Source: an optimization exercise on an open RTL-to-GDS flow (aim: small area, a short achievable clock period and few clock cycles per item). Production flows keep margins and buffers that such runs may drop.
RTL that was checked went through simulation tests only; none was proved equivalent to the original.

// NTT
module NTT #(
  parameter KYBER_K = 2,
  parameter KYBER_N = 256,
  parameter KYBER_Q = 3329,
  parameter COEFF_SZ = 16
)(
  input clk,
  input reset_n,
  input enable,
  input [COEFF_SZ-1 : 0] Coef_RData,
  output reg  [7 : 0] Coef_RAd,
  output reg  [0 : 0] Coef_WEN,
  output reg  [7 : 0] Coef_WAd,
  output reg  [COEFF_SZ-1 : 0] Coef_WData,
  output reg Poly_NTT_done
);
Size in the first run: roughly 2,200 cells after synthesis, roughly 53 I/O pins, about 22,000 sq um of cells after synthesis.
==> flow/config.mk <==
export PLATFORM = sky130hd
export DESIGN_NAME = NTT
export DESIGN_NICKNAME = NTT
export VERILOG_FILES = /design/flow/design.v
export SDC_FILE = /design/flow/constraint.sdc
export NUM_CORES = 8
export LEC_CHECK = 0
export CAP_MARGIN = 20
export CORE_MARGIN = 2
export CORE_UTILIZATION = 40
export CTS_BUF_LIST = sky130_fd_sc_hd__clkbuf_16
export CTS_CLUSTER_DIAMETER = 100
export CTS_CLUSTER_SIZE = 30
export PLACE_DENSITY = 0.6
export SETUP_SLACK_MARGIN = 5
export SLEW_MARGIN = 20
export SYNTH_HIERARCHICAL = 1
export SYNTH_MINIMUM_KEEP_SIZE = 0
==> flow/constraint.sdc <==
create_clock -name core_clock -period 8.0 [get_ports {clk}]
set_input_delay 1.6000 -clock core_clock [delete_from_list [all_inputs] [get_ports {clk}]]
set_output_delay 1.6000 -clock core_clock [all_outputs]
set_load 0.01 [all_outputs]
run.sh (not shown) runs the stock make flow with config.mk's settings and CLKGATE_MAP_FILE= SYNTH_SCRIPT=/design/flow/synth_recipe.tcl, a recipe that flattens the netlist after the stock synthesis.
The first run completed with no timing, DRC or antenna violations.
Testbench counts at the start, summed over its fixed seeds: cycles 33,248, ntts 32.
==> next run, changes <==
--- a/flow/config.mk
+++ b/flow/config.mk
@@ -8,9 +8,9 @@
 export CAP_MARGIN = 20
 export CORE_MARGIN = 2
-export CORE_UTILIZATION = 40
+export CORE_UTILIZATION = 65
 export CTS_BUF_LIST = sky130_fd_sc_hd__clkbuf_16
 export CTS_CLUSTER_DIAMETER = 100
 export CTS_CLUSTER_SIZE = 30
-export PLACE_DENSITY = 0.6
+export PLACE_DENSITY = 0.78
 export SETUP_SLACK_MARGIN = 5
 export SLEW_MARGIN = 20
Effect: The new run completed with no timing, DRC or antenna violations; non-clock buffer count rises by 1; final area goes down by 1.9%; area after synthesis does not change; clock skew came out lower by 0.035 ns.
==> next run, changes <==
--- a/flow/config.mk
+++ b/flow/config.mk
@@ -6,11 +6,12 @@
 export NUM_CORES = 8
 export LEC_CHECK = 0
+export ABC_AREA = 1
 export CAP_MARGIN = 20
 export CORE_MARGIN = 2
-export CORE_UTILIZATION = 65
+export CORE_UTILIZATION = 40
 export CTS_BUF_LIST = sky130_fd_sc_hd__clkbuf_16
 export CTS_CLUSTER_DIAMETER = 100
 export CTS_CLUSTER_SIZE = 30
-export PLACE_DENSITY = 0.78
+export PLACE_DENSITY = 0.6
 export SETUP_SLACK_MARGIN = 5
 export SLEW_MARGIN = 20
After rerunning: The new run finished with timing, DRC and antenna clean. Wire length climbs by 13%. Global-route usage drops by 9.6 points. Via count climbs by 9.8%. Non-clock buffer count drops by 5. Synthesized cell count climbs by about 25%. Final area climbs by 4.1%. Clock skew climbs by 0.0079 ns. Fmax climbs by 1.7%.
==> next run, changes <==
--- a/flow/config.mk
+++ b/flow/config.mk
@@ -6,12 +6,11 @@
 export NUM_CORES = 8
 export LEC_CHECK = 0
-export ABC_AREA = 1
 export CAP_MARGIN = 20
 export CORE_MARGIN = 2
-export CORE_UTILIZATION = 40
+export CORE_UTILIZATION = 55
 export CTS_BUF_LIST = sky130_fd_sc_hd__clkbuf_16
 export CTS_CLUSTER_DIAMETER = 100
 export CTS_CLUSTER_SIZE = 30
-export PLACE_DENSITY = 0.6
+export PLACE_DENSITY = 0.7
 export SETUP_SLACK_MARGIN = 5
 export SLEW_MARGIN = 20
Result: Clock-buffer cell count does not change. Routed wire length fell by roughly a tenth. Final cell count fell by about a fifth.

---

Setup of amber:
NTT, a different RTL version from the one above (not shown whole).
For scale: roughly 23000 um^2 of cells after synthesis.
==> flow/design.v (excerpt) <==
module NTT #(
  parameter KYBER_K = 2,
  parameter KYBER_N = 256,
  parameter KYBER_Q = 3329,
  parameter COEFF_SZ = 16
)(
  input clk,
  input reset_n,
  input enable,
  input [COEFF_SZ-1 : 0] Coef_RData,
  output reg  [7 : 0] Coef_RAd,
  output reg  [0 : 0] Coef_WEN,
  output reg  [7 : 0] Coef_WAd,
  output reg  [COEFF_SZ-1 : 0] Coef_WData,
  output reg Poly_NTT_done
);
function [7:0] addr;
  input [7:0] G;
  input [1:0] xsel;
  case (G[7:6])
    2'd0:    addr = {xsel, G[5:0]};
    2'd1:    addr = {G[5], xsel, G[4:0]};
    2'd2:    addr = {G[5:3], xsel, G[2:0]};
    default: addr = {G[5:1], xsel, G[0]};
  endcase
endfunction
function [6:0] zidx1;
  input [7:0] G;
  case (G[7:6])
    2'd0:    zidx1 = 7'd1;
    2'd1:    zidx1 = {6'd1, G[5]};
    2'd2:    zidx1 = {4'd1, G[5:3]};
    default: zidx1 = {2'd1, G[5:1]};
  endcase
endfunction
function [6:0] zidx2;
  input [7:0] G;
  case (G[7:6])
    2'd1:    zidx2 = {5'd1, G[5], 1'b0};
    2'd2:    zidx2 = {3'd1, G[5:3], 1'b0};
  ...
export LEC_CHECK = 0
export CAP_MARGIN = 20
export CORE_MARGIN = 2
export CORE_UTILIZATION = 40
export PLACE_DENSITY = 0.6
export SETUP_SLACK_MARGIN = 5
export SLEW_MARGIN = 20
export SYNTH_HIERARCHICAL = 1
export SYNTH_MINIMUM_KEEP_SIZE = 0
create_clock -name core_clock -period 8.0 [get_ports {clk}]
Changes in yarrow relative to amber:
- SETUP_SLACK_MARGIN removed (was 5)
yarrow has completed all stages; timing, DRC and antenna checks passed. [compare] base=amber new=yarrow: ratio of final minimum period to clock period now sits higher; total via count after detailed routing now sits lower. Count of routing violations after the opening detailed-route iteration (yarrow over amber): decrease, 5.3%. Compare yarrow and amber | number of buffer and inverter stages on the critical path higher: amber.
Function was not checked in any run of this note: the RTL went through the layout flow alone.

---

== the previous run ==
NTT, a different RTL version from the one above (not shown whole).
Size in the first run: roughly 2200 cells after synthesis, about 390 flip-flops, roughly 53 I/O pins, roughly 22000 um^2 of cells after synthesis.
Design NTT, start of the top module:
module NTT #(
  parameter KYBER_K = 2,
  parameter KYBER_N = 256,
  parameter KYBER_Q = 3329,
  parameter COEFF_SZ = 16
)(
  input clk,
  input reset_n,
  input enable,
  input [COEFF_SZ-1 : 0] Coef_RData,
  output reg  [7 : 0] Coef_RAd,
  output reg  [0 : 0] Coef_WEN,
  output reg  [7 : 0] Coef_WAd,
  output reg  [COEFF_SZ-1 : 0] Coef_WData,
  output reg Poly_NTT_done
);
Settings: LEC_CHECK=0, CAP_MARGIN=20, CORE_MARGIN=2, CORE_UTILIZATION=40, CTS_BUF_LIST=sky130_fd_sc_hd__clkbuf_16, CTS_CLUSTER_DIAMETER=100, CTS_CLUSTER_SIZE=30, PLACE_DENSITY=0.6, SETUP_SLACK_MARGIN=5, SLEW_MARGIN=20, SYNTH_HIERARCHICAL=1, SYNTH_MINIMUM_KEEP_SIZE=0; clock period 8.0 ns.
The previous run completed end to end with timing, DRC and antenna clean.
Testbench counts of the previous run, summed over its fixed seeds: cycles 33,248, ntts 32.
--- input diff the previous run..the current run ---
==> flow/flow/run.sh (new file) <==
#!/bin/bash
# The standard layout (the standard.sh: ORFS synthesis to final layout),
# with timing repair aiming for a setup slack of 5.5 ns at the design's 8 ns
# clock, that is for paths of at most 2.5 ns.
set -euo pipefail
bash standard.sh SETUP_SLACK_MARGIN=5.5 finish > standard.log 2>&1
==> flow/standard.sh (new file) <==
#!/bin/bash
# synth_recipe.tcl (not shown) runs the flow's synth.tcl, then flattens the netlist and writes it again
# the make line also repeats each setting of config.mk as NAME=value (left out here)
make -C /OpenROAD-flow-scripts/flow DESIGN_CONFIG=/design/flow/config.mk WORK_HOME=/design/flow/orfs CLKGATE_MAP_FILE= SYNTH_SCRIPT=/design/flow/synth_recipe.tcl "${@:-finish}"
diff --git a/flow/config.mk b/flow/config.mk
--- a/flow/config.mk
+++ b/flow/config.mk
@@ -14,3 +14,2 @@
 export PLACE_DENSITY = 0.6
-export SETUP_SLACK_MARGIN = 5
 export SLEW_MARGIN = 20
removed: flow/run.sh
Notes after the runs:
From the current run to the previous run, compound-cell area share of the yosys netlist did not move at all.
The current run vs the previous run — final instance area climbed by a little under 10%
Going from the previous run to the current run, area after detailed placement grew slightly.
Final routed wirelength across all metal layers (the current run / the previous run): 1.09
The current run ended with more first-pass GRT wire length than the previous run.
[the current run] core occupancy in the finished layout rose 4.2 points relative to the previous run

---

Another version of the RTL of NTT (not shown whole).
Size: about 2300 cells after synthesis, about 390 flip-flops, about 53 I/O pins, ~0.023 sq mm of cells after synthesis.
==> flow/design.v (excerpt) <==
module NTT #(
  parameter KYBER_K = 2,
  parameter KYBER_N = 256,
  parameter KYBER_Q = 3329,
  parameter COEFF_SZ = 16
)(
  input clk,
  input reset_n,
  input enable,
  input [COEFF_SZ-1 : 0] Coef_RData,
  output reg  [7 : 0] Coef_RAd,
  output reg  [0 : 0] Coef_WEN,
  output reg  [7 : 0] Coef_WAd,
  output reg  [COEFF_SZ-1 : 0] Coef_WData,
  output reg Poly_NTT_done
);
==> flow/config.mk <==
export PLATFORM = sky130hd
export DESIGN_NAME = NTT
export DESIGN_NICKNAME = NTT
export VERILOG_FILES = /design/flow/design.v
export SDC_FILE = /design/flow/constraint.sdc
export NUM_CORES = 8
export LEC_CHECK = 0
export CAP_MARGIN = 20
export CORE_MARGIN = 2
export CORE_UTILIZATION = 40
export CTS_BUF_LIST = sky130_fd_sc_hd__clkbuf_16
export CTS_CLUSTER_DIAMETER = 60
export CTS_CLUSTER_SIZE = 32
export PLACE_DENSITY = 0.6
export SETUP_SLACK_MARGIN = 5
export SLEW_MARGIN = 20
export SYNTH_HIERARCHICAL = 1
export SYNTH_MINIMUM_KEEP_SIZE = 0
==> flow/constraint.sdc <==
create_clock -name core_clock -period 8.0 [get_ports {clk}]
set_input_delay 1.6000 -clock core_clock [delete_from_list [all_inputs] [get_ports {clk}]]
set_output_delay 1.6000 -clock core_clock [all_outputs]
set_load 0.01 [all_outputs]
Stock flow here: none of the scripts above is used.
Then changed:
Settings changed: CTS_CLUSTER_DIAMETER 60 to 80, CTS_CLUSTER_SIZE 32 to 24.
=>
- The new run went through all stages and came out clean
- utilization goes down by 0.76 points
No functional check of the RTL was part of any run of this note.

-- static timing again, ports no longer ideal --
Ports are ideal in the flow. The routed layouts listed here were re-timed in OpenROAD.
Step 1 (the two cells are an assumption about what drives the block):
set clk [get_ports {clk}]
set_driving_cell -lib_cell sky130_fd_sc_hd__clkbuf_16 $clk
set_driving_cell -lib_cell sky130_fd_sc_hd__buf_2 [delete_from_list [all_inputs] $clk]
Step 2, shift: input delay + t, output delay - t, t = (earliest + latest rising clock arrival at the registers) / 2. This alone moves slack from input paths to output paths.
Three values: ideal ports, drivers, drivers and shift; two values: the first two.
| run | t, ns | setup WS [ns] | worst register clock-pin slew, ns |
|---|---|---|---|
| the first run of note 1 | 0.593 | 5.106 / 5.106 / 5.106 | 0.12 / 0.12 |
| the second run of note 1 | 0.571 | 5.047 / 5.047 / 5.047 | 0.12 / 0.12 |
| the third run of note 1 | 0.587 | 5.096 / 5.096 / 5.096 | 0.12 / 0.12 |
| the fourth run of note 1 | 0.573 | 5.051 / 5.051 / 5.051 | 0.12 / 0.12 |
| amber | 0.597 | 4.499 / 4.499 / 4.499 | 0.07 / 0.07 |
| yarrow | 0.599 | 3.934 / 3.934 / 3.934 | 0.06 / 0.06 |
| the previous run | 0.579 | 5.083 / 5.083 / 5.083 | 0.11 / 0.11 |
| the current run | 0.594 | 5.217 / 5.217 / 5.217 | 0.12 / 0.12 |
| the first run of note 4 | 0.600 | 5.046 / 5.046 / 5.046 | 0.09 / 0.09 |
| the second run of note 4 | 0.609 | 5.053 / 5.053 / 5.053 | 0.10 / 0.10 |
After both steps every run listed still meets setup and hold.
